From an optimization exercise on the open Yosys and OpenROAD flow, aimed at small area; shortcuts taken in it are not production practice. Function was checked by simulation only, so behaviour that the tests miss may differ from the original. The flow treats the clock pin as an ideal source. Dropping or thinning the clock tree relies on that and would not hold on a real chip. Power is estimated from default activity; no workload was simulated.

==> run H <==
==> flow/design.v (excerpt) <==
module tele(
    input clk,
    input rst,
    input startCall,
    input answerCall,
    input endCallCaller,
    input endCallCallee,
    input sendCharCaller,
    input sendCharCallee,
    input [7:0] charSent,
    output [63:0] statusMsg,
    output [63:0] sentMsg,
    output [15:0] cost
    );
Settings: LEC_CHECK=0, CAP_MARGIN=20, CORE_AREA=5 5 105 105, DIE_AREA=0 0 110 110, SLEW_MARGIN=20; clock period 5.0 ns.
standard.sh (not shown) runs the stock make flow with config.mk's settings and CLKGATE_MAP_FILE= SYNTH_SCRIPT=/design/flow/synth_recipe.tcl, a recipe that flattens the netlist after the stock synthesis.
==> flow/flow/run.sh <==
#!/bin/bash
# The standard ORFS layout (the standard.sh) with these changes:
#  - synthesis maps the logic with an area-oriented ABC script (flow/abc_area.script);
#    the rest of the synthesis, and so every register, is as in the standard one
#  - every port gets the smallest buffer (buf_1)
#  - the clock tree is built from clkbuf_8 buffers, without dummy loads
#  - constant outputs share their tie cells
# Each step's full output is in orfs/logs/; make's own output in make_flow.log.
set -euo pipefail
here=$(pwd)
rm -rf "$here/scripts"
cp -r "$FLOW_HOME/scripts" "$here/scripts"
cp "$here/flow/abc_area.script" "$here/scripts/abc_area.script"
cp "$here/flow/abc_area.script" "$here/scripts/abc_speed.script"
export SCRIPTS_DIR="$here/scripts"
export BUFFER_PORTS_ARGS="-buffer_cell sky130_fd_sc_hd__buf_1"
export CTS_ARGS="-sink_clustering_enable -repair_clock_nets -dont_use_dummy_load -buf_list {sky130_fd_sc_hd__clkbuf_8}"
export SKIP_REPAIR_TIE_FANOUT=1
bash standard.sh > make_flow.log 2>&1
==> flow/flow/abc_area.script <==
strash
&get -n
&st
&dch -f
&nf -a -R 1000
&put
==> run R: changes against run H <==
--- a/flow/design.v
+++ b/flow/design.v
@@ -27,18 +27,18 @@
 wire digit = ~charSent[7] & ~charSent[6] & charSent[5] & charSent[4] &
              (~charSent[3] | (~charSent[2] & ~charSent[1]));
 wire is127 = (charSent == 8'd127);
 wire sendok = talk & (sel_callee ? sendCharCallee : sendCharCaller);
 wire shift  = sendok & valid;
 wire inc1   = sendok & digit;             
 wire inc2   = shift & ~digit;             
 wire hangup = endCallCaller | endCallCallee;
-wire cnt9 = cnt[3] & cnt[0];
-wire cnt4 = cnt[2];
+wire cnt9 = cnt[3] & cnt[2];
+wire cnt4 = cnt[3];
 reg [2:0] nx;
 always @* begin
     nx = {s2, s1, s0};
     if (idle) begin
         if (startCall) nx = {1'b0,1'b0,1'b1};
     end else if (ring) begin
         if (endCallCaller | cnt9) nx = {1'b0,1'b0,1'b0};
         else if (endCallCallee) nx = {1'b0,1'b1,1'b0};
@@ -55,51 +55,49 @@
 wire n0 = nx[0], n1 = nx[1], n2 = nx[2];
 always @(posedge clk or posedge rst)
     if (rst) begin
         s0 <= 1'b0; s1 <= 1'b0; s2 <= 1'b0;
     end else begin
         s0 <= n0; s1 <= n1; s2 <= n2;
     end
 wire cnt_run = (ring & ~endCallCallee) | rej | cst;
-wire [3:0] cnt_inc = {cnt[3] ^ (cnt[2] & cnt[1] & cnt[0]),
-                      cnt[2] ^ (cnt[1] & cnt[0]),
-                      cnt[1] ^ cnt[0],
-                      ~cnt[0]};
 always @(posedge clk)
-    cnt <= cnt_run ? cnt_inc : 4'd0;
+    cnt <= cnt_run ? {cnt[2:0], ~(cnt[3] ^ cnt[0])} : 4'd0;
 wire [16:0] cy;
 assign cy[1] = inc2 | (inc1 & cost_r[0]);
 genvar gi;
 generate
     for (gi = 1; gi < 16; gi = gi + 1) begin : g_cy
         assign cy[gi+1] = cy[gi] & cost_r[gi];
     end
 endgenerate
 wire [15:0] cost_n;
 assign cost_n[0] = cost_r[0] ^ inc1;
 assign cost_n[15:1] = cost_r[15:1] ^ cy[15:1];
-function [6:0] hex7;
+function [6:0] hexg;
     input [3:0] n;
-    reg ge10;
+    input c;
+    reg p, l6;
     begin
-        ge10 = n[3] & (n[2] | n[1]);
-        hex7 = {ge10, ~ge10, ~ge10,
-                n[3] & ~ge10,
-                n[2] & (~n[3] | n[1] | n[0]),
-                n[1] ^ (ge10 & ~n[0]),
-                n[0] ^ ge10};
+        p = n[2] | n[1];
+        l6 = c & n[3] & p;                  
+        hexg = {l6, c & ~l6, c & ~l6,
+                c & n[3] & ~p,
+                c & n[2] & (~n[3] | n[1] | n[0]),
+                (c & n[1]) ^ (l6 & ~n[0]),
+                (c & n[0]) ^ l6};
     end
 endfunction
-wire [27:0] hexlo = {hex7(cost_r[15:12]), hex7(cost_r[11:8]),
-                     hex7(cost_r[7:4]), hex7(cost_r[3:0])};
-wire [27:0] hexhi = {4{7'h30}};
+wire [27:0] hexlo = {hexg(cost_r[15:12], cst), hexg(cost_r[11:8], cst),
+                     hexg(cost_r[7:4], cst), hexg(cost_r[3:0], cst)};
+wire [27:0] hexhi = {4{1'b0, cst, cst, 4'b0000}};
 wire hold = ~(shift | cst);
 wire [55:0] msg_n = ({56{shift}} & {msg[48:0], charSent[6:0]}) |
-                    ({56{cst}}   & {hexhi, hexlo}) |
+                    {hexhi, hexlo} |
                     ({56{hold}}  & msg);
 always @(posedge clk or posedge rst)
     if (rst) begin
         cost_r <= 16'd0;
         msg <= 56'd0;
     end else begin
         cost_r <= cost_n;
         msg <= msg_n;
==> flow/flow/run.sh (replaced) <==
#!/bin/bash
# The standard ORFS layout (the standard.sh) with these changes:
#  - synthesis maps the logic with an area-oriented ABC script (flow/abc_area.script);
#    the rest of the synthesis, and so every register, is as in the standard one
#  - every port gets the smallest buffer (buf_1)
#  - the clock tree is flow/manual_cts.tcl: the flip-flops split by placement
#    into 3 groups, each driven by one clkbuf_16 fed from the clock port
#  - constant outputs share their tie cells
# Each step's full output is in orfs/logs/; make's own output in make_flow.log.
set -euo pipefail
here=$(pwd)
rm -rf "$here/scripts"
cp -r "$FLOW_HOME/scripts" "$here/scripts"
cp "$here/flow/abc_area.script" "$here/scripts/abc_area.script"
cp "$here/flow/abc_area.script" "$here/scripts/abc_speed.script"
python3 - "$here/scripts/cts.tcl" "$here/flow/manual_cts.tcl" <<'PY'
import sys
p, m = sys.argv[1], sys.argv[2]
s = open(p).read()
old = "log_cmd clock_tree_synthesis {*}$cts_args"
assert s.count(old) == 1
s = s.replace(old, "source " + m)
open(p, "w").write(s)
PY
export SCRIPTS_DIR="$here/scripts"
export BUFFER_PORTS_ARGS="-buffer_cell sky130_fd_sc_hd__buf_1"
export MCTS_N=3
export MCTS_BUF=sky130_fd_sc_hd__clkbuf_16
export SKIP_REPAIR_TIE_FANOUT=1
bash standard.sh > make_flow.log 2>&1
==> flow/flow/manual_cts.tcl (new file) <==
# A small clock tree: the flip-flops are split by placement into MCTS_N groups
# of about equal size (halving along x, then y, ...); each group gets one
# clock buffer at its centre, driven straight from the clock port.
set mcts_n [expr {[info exists ::env(MCTS_N)] ? $::env(MCTS_N) : 4}]
set mcts_buf [expr {[info exists ::env(MCTS_BUF)] ? $::env(MCTS_BUF) : "sky130_fd_sc_hd__clkbuf_8"}]
set block [ord::get_db_block]
set db [ord::get_db]
set clk_port [$block findBTerm clk]
set clknet [$clk_port getNet]
set sinks {}
foreach it [$clknet getITerms] {
  set inst [$it getInst]
  set bb [$inst getBBox]
  lappend sinks [list $it [expr {([$bb xMin] + [$bb xMax]) / 2}] [expr {([$bb yMin] + [$bb yMax]) / 2}]]
}
puts "manual CTS: [llength $sinks] sinks, $mcts_n groups of $mcts_buf"
proc mcts_split {items n axis} {
  if {$n <= 1} { return [list $items] }
  set idx [expr {$axis == 0 ? 1 : 2}]
  set s [lsort -integer -index $idx $items]
  set n1 [expr {$n / 2}]
  set k [expr {int(round(double([llength $s]) * $n1 / $n))}]
  set a [lrange $s 0 [expr {$k - 1}]]
  set b [lrange $s $k end]
  return [concat [mcts_split $a $n1 [expr {1 - $axis}]] [mcts_split $b [expr {$n - $n1}] [expr {1 - $axis}]]]
}
set die [$block getDieArea]
set axis [expr {[$die dx] >= [$die dy] ? 0 : 1}]
set groups [mcts_split $sinks $mcts_n $axis]
set master [$db findMaster $mcts_buf]
set i 0
foreach g $groups {
  set sx 0; set sy 0
  foreach s $g { set sx [expr {$sx + [lindex $s 1]}]; set sy [expr {$sy + [lindex $s 2]}] }
  set cx [expr {$sx / [llength $g]}]; set cy [expr {$sy / [llength $g]}]
  set inst [odb::dbInst_create $block $master "clkbuf_m_$i"]
  set net [odb::dbNet_create $block "clknet_m_$i"]
  $net setSigType CLOCK
  foreach s $g {
    set it [lindex $s 0]
    $it disconnect
    $it connect $net
  }
  [$inst findITerm X] connect $net
  [$inst findITerm A] connect $clknet
  $inst setLocation [expr {$cx - [$master getWidth] / 2}] [expr {$cy - [$master getHeight] / 2}]
  $inst setPlacementStatus PLACED
  puts "manual CTS: group $i has [llength $g] sinks, buffer at ($cx, $cy)"
  incr i
}
$clknet setSigType CLOCK
set_propagated_clock [all_clocks]
==> flow/config.mk (replaced) <==
export PLATFORM = sky130hd
export DESIGN_NAME = tele
export DESIGN_NICKNAME = tele
export VERILOG_FILES = /design/flow/design.v
export SDC_FILE = /design/flow/constraint.sdc
export NUM_CORES = 4
export LEC_CHECK = 0
export CAP_MARGIN = 0
export CORE_AREA = 5 5 105 105
export DIE_AREA = 0 0 110 110
export SLEW_MARGIN = 0
==> summary of the runs <==
Against run R, the area after synthesis of run H is higher by about 1.4%.
In run H the sequential share of layout area is lower than in run R, by 1.4 points.
In run H the final cell count is larger than in run R, by about 3.2%.
Sequential cell count is the same in run R and run H.
Hold slack: run H is higher than run R (0.028 ns).
Core utilization: run R is lower than run H (1.2 points).
Sequential power is about the same in run H and run R.
Clock skew: run R is lower than run H (0.018 ns).
In critical path depth, run R and run H do not differ.
==> figures <==
item	run H	run R
Result of the run	complete, no violations	complete, no violations
Clock edge transition at the registers on the reported setup and hold paths	0.07 ns	0.10 ns
Global placer's final weighted congestion	0.831	0.794
Met3 GRT Util	0.0460	0.0134
CP arrival	4.66 ns	4.43 ns
Final critical-path share of the clock period	0.887	0.875
Worst hold slack	0.485 ns	0.458 ns
Final Core Density	0.418	0.406
Clock group share of total power	0.165	0.132
Worst Path Max Fanout	3	2
Clk Latency, worst-skew pair	0.34 ns	0.16 ns
Critical path data required time	5.22 ns	5.05 ns
Largest Pwr Group	combinational logic	sequential cells
Internal power summed over all cells	1.23 mW	1.17 mW
Number of instances in the synthesized netlist	331	320
Total routing usage reported by global routing	0.147	0.134
Detail Placement HPWL	6480 microns	6470 microns
Number of global-route vias before repair	2,563	2,444
Placed Cells	534	524
Number of violations reported at the end of detailed-routing iteration 0	187	186
In run R the design's own scripts or RTL, not TritonCTS, make the clock network.

==> afterwards: timing with drivers on the ports <==
The results above use ideal ports. As a check the final layouts listed here were re-extracted and re-timed, cells and wires unchanged. Step 1 (the two cells are an assumption about what drives the block):
set clk [get_ports {clk}]
set_driving_cell -lib_cell sky130_fd_sc_hd__clkbuf_16 $clk
set_driving_cell -lib_cell sky130_fd_sc_hd__buf_2 [delete_from_list [all_inputs] $clk]
Step 2 times the ports against the registers' clock, not the clock port: input delays grow and output delays shrink by t, the midpoint of the rising clock arrivals with the driver on. Slacks: ideal / step 1 / step 2; pairs: ideal / step 1.
run	shift t [ns]	setup slack, ns	hold slack, ns
run H	0.362	0.563 / 0.570 / 0.208	0.485 / 0.485 / 0.485
run R	0.221	0.623 / 0.661 / 0.440	0.458 / 0.458 / 0.458
After both steps setup and hold are still met in every run listed. For run H, which loses most, drivers alone change the setup slack by +0.007 ns; drivers and shift together by -0.355 ns.
